What follows belongs to an exercise in optimizing a design on an open flow for small area and a short achievable clock period; a production flow would make more cautious choices. Where RTL was checked, it was by simulation tests only, not by an equivalence proof against the original. No activity file was given, so power comes from the tool's default toggle rates.

Design BLOCK_ULA_OPS, start of the top module:
module BLOCK_ULA_OPS #(
    parameter DATA_WIDTH = 8,
    parameter ADDR_WIDTH = 12,
    parameter ULA_WIDTH = 24
    ) (
        input clk,
        input [(ADDR_WIDTH-1):0] MUX_REG1_IN,                    
        input [(DATA_WIDTH-1):0] REG1_IN,
        input [(DATA_WIDTH-1):0] MUX_REG2_IN_0,  
        input [(ADDR_WIDTH-1):0] MUX_REG2_IN_1,  
        input [(ADDR_WIDTH-1):0] MUX_REG2_IN_2,  
        input [(DATA_WIDTH-1):0] REG2_IN,
        output wire [(ULA_WIDTH-1):0] ULA_OUT,
        output reg REG_COMP_OUT,
        output reg REG_OVERFLOW_OUT,
        input [1:0] SEL_MUX1,
        input [1:0] SEL_MUX2,
        input CTRL_REG_OP1, CTRL_REG_OP2,
        input CTRL_REG_OVERFLOW, CTRL_REG_COMP,
        input [3:0] SEL_ULA
    );
Size in the first run: ~630 cells after synthesis, ~18 flip-flops, ~99 I/O pins, ~5700 um^2 of cells after synthesis.
Settings: LEC_CHECK=0, CAP_MARGIN=20, CORE_MARGIN=2, CORE_UTILIZATION=75, PLACE_DENSITY=0.85, SLEW_MARGIN=20, SYNTH_HIERARCHICAL=1; clock period 11.0 ns.
standard.sh (not shown) runs the stock make flow with config.mk's settings and CLKGATE_MAP_FILE= SYNTH_SCRIPT=/design/flow/synth_recipe.tcl, a recipe that flattens the netlist after the stock synthesis.
==> flow/flow/run.sh <==
#!/bin/bash
# The standard layout, with the port buffers that buffer_ports inserts made
# sky130_fd_sc_hd__buf_1 instead of the cell it picks on its own.
set -euo pipefail
bash standard.sh BUFFER_PORTS_ARGS="-buffer_cell sky130_fd_sc_hd__buf_1" finish > standard_make.log 2>&1
==> next run, changes <==
- CORE_UTILIZATION: 75 -> 65
- CTS_BUF_LIST: unset -> sky130_fd_sc_hd__clkbuf_4
- CTS_CLUSTER_SIZE: unset -> 30
- PLACE_DENSITY: 0.85 -> 0.75
What happened: The new run passed the timing, DRC and antenna checks. Global-route usage fell by 10 points. Routed wire length fell by 11%. Synthesized cell count is unchanged. Setup slack improved by 0.12 ns. Final area fell by 0.63%. Combinational power fell by about 5%. Power fell by 7.1%. Flip-flop and latch count does not change. Sequential share of layout area hardly moves.
==> next run, changes <==
- CTS_BUF_LIST: sky130_fd_sc_hd__clkbuf_4 -> unset
- CTS_CLUSTER_SIZE: 30 -> unset
Outcome:
- The changed run completed with no timing, DRC or antenna violations
- global-route usage is about the same
- wire length does not change
- die area is unchanged
- sequential power barely changes
- area after synthesis does not change
- hold slack is about the same
- design area hardly moves
- utilization climbs by 0.22 points
==> next run, changes <==
==> flow/flow/run.sh (replaced) <==
#!/bin/bash
# The standard layout, with the port buffers that buffer_ports inserts made
# sky130_fd_sc_hd__buf_2 instead of the cell it picks on its own.
set -euo pipefail
bash standard.sh BUFFER_PORTS_ARGS="-buffer_cell sky130_fd_sc_hd__buf_2" finish > standard_make.log 2>&1
What happened:
- The new run finished with timing, DRC and antenna clean
- sequential power is about the same
- global-route usage climbs by 0.81 points
- combinational power grows by about 2%
- routed wire length increases by 3.5%
- die area is unchanged
- worst setup slack loses 0.015 ns
- first-iteration DRC count came out higher by 9.9%
- cell area came out higher by 0.69%

* * *

BLOCK_ULA_OPS, a different RTL version from the one above (not shown whole).
For scale: ~18 flip-flops, ~99 I/O pins, roughly 6300 µm² of cells after synthesis.
clock: 11.0 ns
lec_check: 0
cap_margin: 20
core_margin: 2
core_utilization: 65
place_density: 0.75
slew_margin: 20
synth_hierarchical: 1
==> flow/flow/run.sh <==
#!/bin/bash
# The standard layout, with the port buffers that buffer_ports inserts made
# sky130_fd_sc_hd__buf_1 instead of the cell it picks on its own.
set -euo pipefail
bash standard.sh BUFFER_PORTS_ARGS="-buffer_cell sky130_fd_sc_hd__buf_1" finish > standard_make.log 2>&1
Then changed:
Settings changed: CORE_UTILIZATION 65 to 40, GPL_TIMING_DRIVEN set to 0, PLACE_DENSITY 0.75 to not set.
After rerunning: Total power rose by roughly a tenth; cell count goes up by roughly a tenth; core utilization is lower by 27 points; first-iteration DRC count drops by a few percent; maximum frequency is lower slightly; design area grows by a few percent; routed wire length went up slightly; combinational power is higher by a little under a tenth; count of clock-buffer cells in the layout is unchanged; die area rises by well over a third; global-route usage decreases by 13 points.
No run of this note included a check of the RTL's function; only the layout flow was run.

* * *

## v49
BLOCK_ULA_OPS, a different RTL version from the one above (not shown whole).
Size in the first run: roughly 18 flip-flops, about 99 I/O pins, roughly 5800 um2 of cells after synthesis.
Settings: LEC_CHECK=0, CAP_MARGIN=20, CORE_MARGIN=2, CORE_UTILIZATION=65, PLACE_DENSITY=0.75, SETUP_SLACK_MARGIN=1.0, SLEW_MARGIN=20, SYNTH_HIERARCHICAL=1; clock period 11.0 ns.
Scripts as last shown in full above: flow/flow/run.sh
v49 closes out successfully: all stages finished, all timing, DRC and antenna checks passed.
The inputs of v47 differ from those of v49 as listed below.
# v49
export LEC_CHECK = 0
export CAP_MARGIN = 20
export CORE_MARGIN = 2
export CORE_UTILIZATION = 65
export PLACE_DENSITY = 0.75
export SETUP_SLACK_MARGIN = 1.0
export SLEW_MARGIN = 20
export SYNTH_HIERARCHICAL = 1
create_clock -name core_clock -period 11.0 [get_ports {clk}]
# v47
export LEC_CHECK = 0
export CAP_MARGIN = 20
export CORE_MARGIN = 2
export CORE_UTILIZATION = 45
export PLACE_DENSITY = 0.65
export SETUP_SLACK_MARGIN = 0.9
export SLEW_MARGIN = 20
export SYNTH_HIERARCHICAL = 1
create_clock -name core_clock -period 11.0 [get_ports {clk}]
==> run notes <==
- Changes observed in v47 relative to v49: critical path's largest stage delay saw an increase; proportion of power drawn by combinational gates saw a decrease.
- The minimum clock period after layout in v47 was lower than what v49 gave.
- Vertical die dimension (higher): v47
- Setup slack in v47 is larger than in v49.
- Summary: with v49 as the reference, first-pass GRT wire length in v47 moved up by a few percent.
- Diff v49 -> v47 | power in the clock group | increase of 50%
- On global router's overall resource usage: v47 sits below v49.
- Routed wire length: v47 and v49 compared, higher one is v47
#### Input delta (v23 over v47)
# v47
export LEC_CHECK = 0
export CAP_MARGIN = 20
export CORE_MARGIN = 2
export CORE_UTILIZATION = 45
export PLACE_DENSITY = 0.65
export SETUP_SLACK_MARGIN = 0.9
export SLEW_MARGIN = 20
export SYNTH_HIERARCHICAL = 1
create_clock -name core_clock -period 11.0 [get_ports {clk}]
# v23
export LEC_CHECK = 0
export CAP_MARGIN = 20
export CORE_MARGIN = 2
export CORE_UTILIZATION = 65
export PLACE_DENSITY = 0.75
export SETUP_SLACK_MARGIN = 1.2
export SLEW_MARGIN = 20
export SYNTH_HIERARCHICAL = 1
create_clock -name core_clock -period 11.0 [get_ports {clk}]
--- outcome ---
- From v47 to v23 the numbers moved as follows: number of fill cells in the layout went down by 671; clock buffer and inverter area fraction after layout has decreased; routed wire length has increased; sequential cell area in the final layout has remained practically unchanged.
- Looking at combinational share of power, v23 sits 4.3 points higher than v47 does.
- Compared with v47, v23 improves worst slew slack as a fraction of its limit.
- v23 reports a higher worst setup slack than v47 does.
- Total power delta (v47 -> v23): insignificant

## static timing again, ports no longer ideal
The results above use ideal ports. As a check the final layouts listed here were re-extracted and re-timed, cells and wires unchanged. Step 1 (the two cells are an assumption about what drives the block):
set clk [get_ports {clk}]
set_driving_cell -lib_cell sky130_fd_sc_hd__clkbuf_16 $clk
set_driving_cell -lib_cell sky130_fd_sc_hd__buf_2 [delete_from_list [all_inputs] $clk]
Step 2 times the ports against the registers' clock, not the clock port: input delays grow and output delays shrink by t, the midpoint of the rising clock arrivals with the driver on. a / b / c = ideal / step 1 / step 2; a / b = the first two.
run	t, ns	setup WS [ns]	worst data-port slew with drivers (ns)
the first run of note 1	0.286	0.340 / 0.319 / 0.319	0.06
the second run of note 1	0.309	0.457 / 0.435 / 0.435	0.04
the third run of note 1	0.276	0.493 / 0.471 / 0.471	0.04
the fourth run of note 1	0.268	0.477 / 0.457 / 0.457	0.04
the first run of note 2	0.276	0.283 / 0.255 / 0.255	0.04
the second run of note 2	0.292	0.244 / 0.203 / 0.203	0.04
v49	0.279	1.194 / 1.169 / 1.169	0.04
v47	0.271	1.223 / 1.197 / 1.197	0.04
v23	0.281	1.325 / 1.299 / 1.299	0.04
After both steps setup and hold are still met in every run listed. For the second run of note 2, which loses most, drivers alone change the setup slack by -0.041 ns; drivers and shift together by -0.041 ns.
